From an optimization exercise on the open Yosys and OpenROAD flow, aimed at small area; shortcuts taken in it are not production practice. The RTL was checked by simulation tests, not by an equivalence proof against the original design.

==> 12-11 <==
==> flow/design.v (excerpt) <==
module right_note_machine (
    input clk,
    input rst,  
    input [9:0] rawnote,  
    input mode,  
    input pitchUP,  
    input pitchDOWN,  
    input autospeed,  
    input cycle,  
    input [3:0] songselect,
    output tx  
    );
    reg [9:0] tcnt;
    reg rst_q;
    always @(posedge clk) begin
        rst_q <= rst;
        if (rst) tcnt <= 10'd0;
        else tcnt <= tcnt + 10'd1;
    end
    wire tick = ~rst_q & (tcnt[3:0] == 4'd0);        
    wire beat_fast = tick & (tcnt[8:4] == 5'd0);     
    wire beat_slow = beat_fast & ~tcnt[9];           
    wire btnUP, btnDOWN, btnMODE;
    btn_dbc bUP(clk, pitchUP, rst, tick, btnUP);
    btn_dbc bDOWN(clk, pitchDOWN, rst, tick, btnDOWN);
    btn_dbc bMODE(clk, mode, rst, tick, btnMODE);
    reg playbackMode;
    reg [4:0] pitch;
    always @(posedge clk) begin
        if (rst) playbackMode <= 1'b0;
        else if (btnMODE) playbackMode <= ~playbackMode;
        if (rst) pitch <= 5'd7;
        else if (btnDOWN) pitch <= (pitch == 5'd0) ? 5'd0 : pitch - 5'd1;
        else if (btnUP) pitch <= (pitch == 5'd19) ? 5'd19 : pitch + 5'd1;
    end
    reg [8:0] step;   
    reg [3:0] cnt;    
    wire [9:0] romnote;
    wire [4:0] rompit;
    wire [3:0] bm1;
    wire ge;
    mem m0(songselect, step, pitch, romnote, rompit, bm1, ge);
    wire play = playbackMode & ~(ge & ~cycle);
    wire [9:0] key = play ? (romnote | rawnote) : rawnote;
    wire [4:0] ps = play ? rompit : pitch;
    wire pulse = play & (autospeed ? beat_slow : beat_fast);
    always @(posedge clk) begin
        if (rst) begin
            step <= 9'd0;
            cnt <= 4'd0;
        end else if (pulse) begin
  ...
==> flow/config.mk <==
export PLATFORM = sky130hd
export DESIGN_NAME = right_note_machine
export DESIGN_NICKNAME = right_note_machine
export VERILOG_FILES = /design/flow/design.v
export SDC_FILE = /design/flow/constraint.sdc
export NUM_CORES = 4
export LEC_CHECK = 0
export CAP_MARGIN = 20
export CORE_MARGIN = 2
export CORE_UTILIZATION = 50
export GPL_TIMING_DRIVEN = 0
export SETUP_SLACK_MARGIN = 0.6
export SLEW_MARGIN = 20
export SYNTH_MEMORY_MAX_BITS = 65536
==> flow/constraint.sdc <==
create_clock -name core_clock -period 10.0 [get_ports {clk}]
set_input_delay 2.0000 -clock core_clock [delete_from_list [all_inputs] [get_ports {clk}]]
set_output_delay 2.0000 -clock core_clock [all_outputs]
set_load 0.01 [all_outputs]
standard.sh (not shown) runs the stock make flow with config.mk's settings and CLKGATE_MAP_FILE= SYNTH_SCRIPT=/design/flow/synth_recipe.tcl, a recipe that flattens the netlist after the stock synthesis.
==> flow/flow/run.sh <==
#!/bin/bash
# The standard layout, with these changes:
# - synthesis maps the logic for area: flow/synth.tcl runs ABC with flow/area.script,
#   which restructures the logic with &deepsyn and maps it with area recovery, and
#   adders are left to ABC (no full/half-adder extraction, no Kogge-Stone carry map);
# - the port buffers are buf_1;
# - the clock tree uses clkbuf_8 and no dummy loads.
# Each ORFS step writes its own log under orfs/logs; make's output goes to flow_make.log.
set -euo pipefail
cd "$(dirname "$0")/.."
WORK=$(pwd)
export AREA_ABC_SCRIPT=$WORK/flow/area.script
bash standard.sh \
  SYNTH_SCRIPT=$WORK/flow/synth.tcl \
  ADDER_MAP_FILE= \
  SYNTH_OPERATIONS_ARGS=-nofsm \
  "BUFFER_PORTS_ARGS=-buffer_cell sky130_fd_sc_hd__buf_1" \
  "CTS_ARGS=-sink_clustering_enable -repair_clock_nets -dont_use_dummy_load -buf_list sky130_fd_sc_hd__clkbuf_8" \
  finish > $WORK/flow_make.log 2>&1
==> flow/flow/area.script <==
&get -n
&st
&deepsyn -T 40 -S 1
&deepsyn -T 40 -S 2
&deepsyn -T 40 -S 3
&deepsyn -T 40 -S 4
&deepsyn -T 40 -S 5
&deepsyn -T 40 -S 6
&deepsyn -T 40 -S 7
&deepsyn -T 40 -S 8
&dch
&nf -R 1000 -E 100 -C 32 -F 8 -A 8
&put
topo
==> flow/flow/synth.tcl <==
# The standard synthesis (synth_recipe.tcl), with one change: ABC maps the logic with
# flow/area.script, an area-oriented script (&deepsyn, then mapping with area recovery), in place of ORFS's speed script. Flip-flops
# are mapped before ABC runs, so the registers are the standard synthesis's.
proc synth {args} { yosys synth -nofsm -noshare {*}$args }
proc abc {args} {
  set new {}
  set skip 0
  foreach a $args {
    if {$skip} { lappend new $::env(AREA_ABC_SCRIPT); set skip 0; continue }
    if {$a eq "-script"} { lappend new -script; set skip 1; continue }
    lappend new $a
  }
  puts "abc with the area script: $new"
  yosys abc {*}$new
}
source $::env(SCRIPTS_DIR)/synth.tcl
# left out here: clear keep_hierarchy, flatten, clean up, hide names made inside functions, write 1_2_yosys.v
==> 09-01: changes against 12-11 <==
--- a/flow/flow/run.sh
+++ b/flow/flow/run.sh
@@ -6,3 +6,4 @@
 # - the port buffers are buf_1;
-# - the clock tree uses clkbuf_8 and no dummy loads.
+# - the clock tree uses clkbuf_8 and no dummy loads;
+# - after global routing, gates off the critical paths are downsized (RECOVER_POWER).
 # Each ORFS step writes its own log under orfs/logs; make's output goes to flow_make.log.
@@ -16,2 +17,3 @@
   SYNTH_OPERATIONS_ARGS=-nofsm \
+  RECOVER_POWER=100 \
   "BUFFER_PORTS_ARGS=-buffer_cell sky130_fd_sc_hd__buf_1" \
==> flow/flow/area.script (replaced) <==
&get -n
&st
&deepsyn -T 40 -S 1
&deepsyn -T 40 -S 2
&deepsyn -T 40 -S 3
&deepsyn -T 40 -S 4
&deepsyn -T 40 -S 5
&dch
&nf -R 1000 -E 100 -C 32 -F 8 -A 8
&put
topo
==> 12-08: changes against 12-11 <==
--- a/flow/flow/area.script
+++ b/flow/flow/area.script
@@ -10,2 +10,6 @@
 &deepsyn -T 40 -S 8
+&deepsyn -T 40 -S 9
+&deepsyn -T 40 -S 10
+&deepsyn -T 40 -S 11
+&deepsyn -T 40 -S 12
 &dch
==> metrics.cfg <==
[run_status]
status=timing/DRC/antenna clean

[worst_setup_path]
crit_path_max_incr_delay_ns=0.60
worstReg2RegEnd=msg_note[6]

[synthesis]
synth_fp_nets=922
synthAdderAreaFrac=0.003218

[finish]
multi_input_area_share=0.6645

[die]
die_area_um2=13350

Source of the figures above: 12-11

==> metrics.cfg <==
[worst_setup_path]
worstReg2RegEnd=msg_note[5]

[run_status]
status=timing/DRC/antenna clean

[die]
die_area_um2=13210

[synthesis]
synthAdderAreaFrac=0.003253
synth_fp_nets=908

[power_and_ir_drop]
maxPowerGroup=registers

[finish]
multi_input_area_share=0.6684

Source of the figures above: 12-08

==> metrics.cfg <==
[run_status]
status=failed layout checks
so.violations=capacitance limit, slew limit

[worst_setup_path]
crit_path_max_incr_delay_ns=0.82

[run]
maxCapViolations=1

[timing]
final-max-slew-violation-count=27

[finish]
multi_input_area_share=0.6683

[die]
die_area_um2=13430

Source of the figures above: 09-01

## port drivers added, routing unchanged
The flow's constraints put no driver on any port. The routed layouts listed below were extracted and timed again, unchanged, in two steps. Step 1 assumes that a clkbuf_16 drives the clock port and a buf_2 every other input. Step 2, shift: input delay + t, output delay - t, t = (earliest + latest rising clock arrival at the registers) / 2. This alone moves slack from input paths to output paths. Three values: ideal, step 1, step 2; two values: the first two.
| run | shift t [ns] | setup WS [ns] | worst setup path at the end |
|---|---|---|---|
| 12-11 | 0.410 | 1.004 / 1.021 / 0.611 | input to register |
| 09-01 | 0.399 | 1.117 / 1.133 / 0.734 | input to register |
| 12-08 | 0.396 | 1.137 / 1.156 / 0.760 | input to register |
The setup slack of 12-11, which loses most, moves by +0.017 ns with the drivers and by -0.393 ns with both steps.
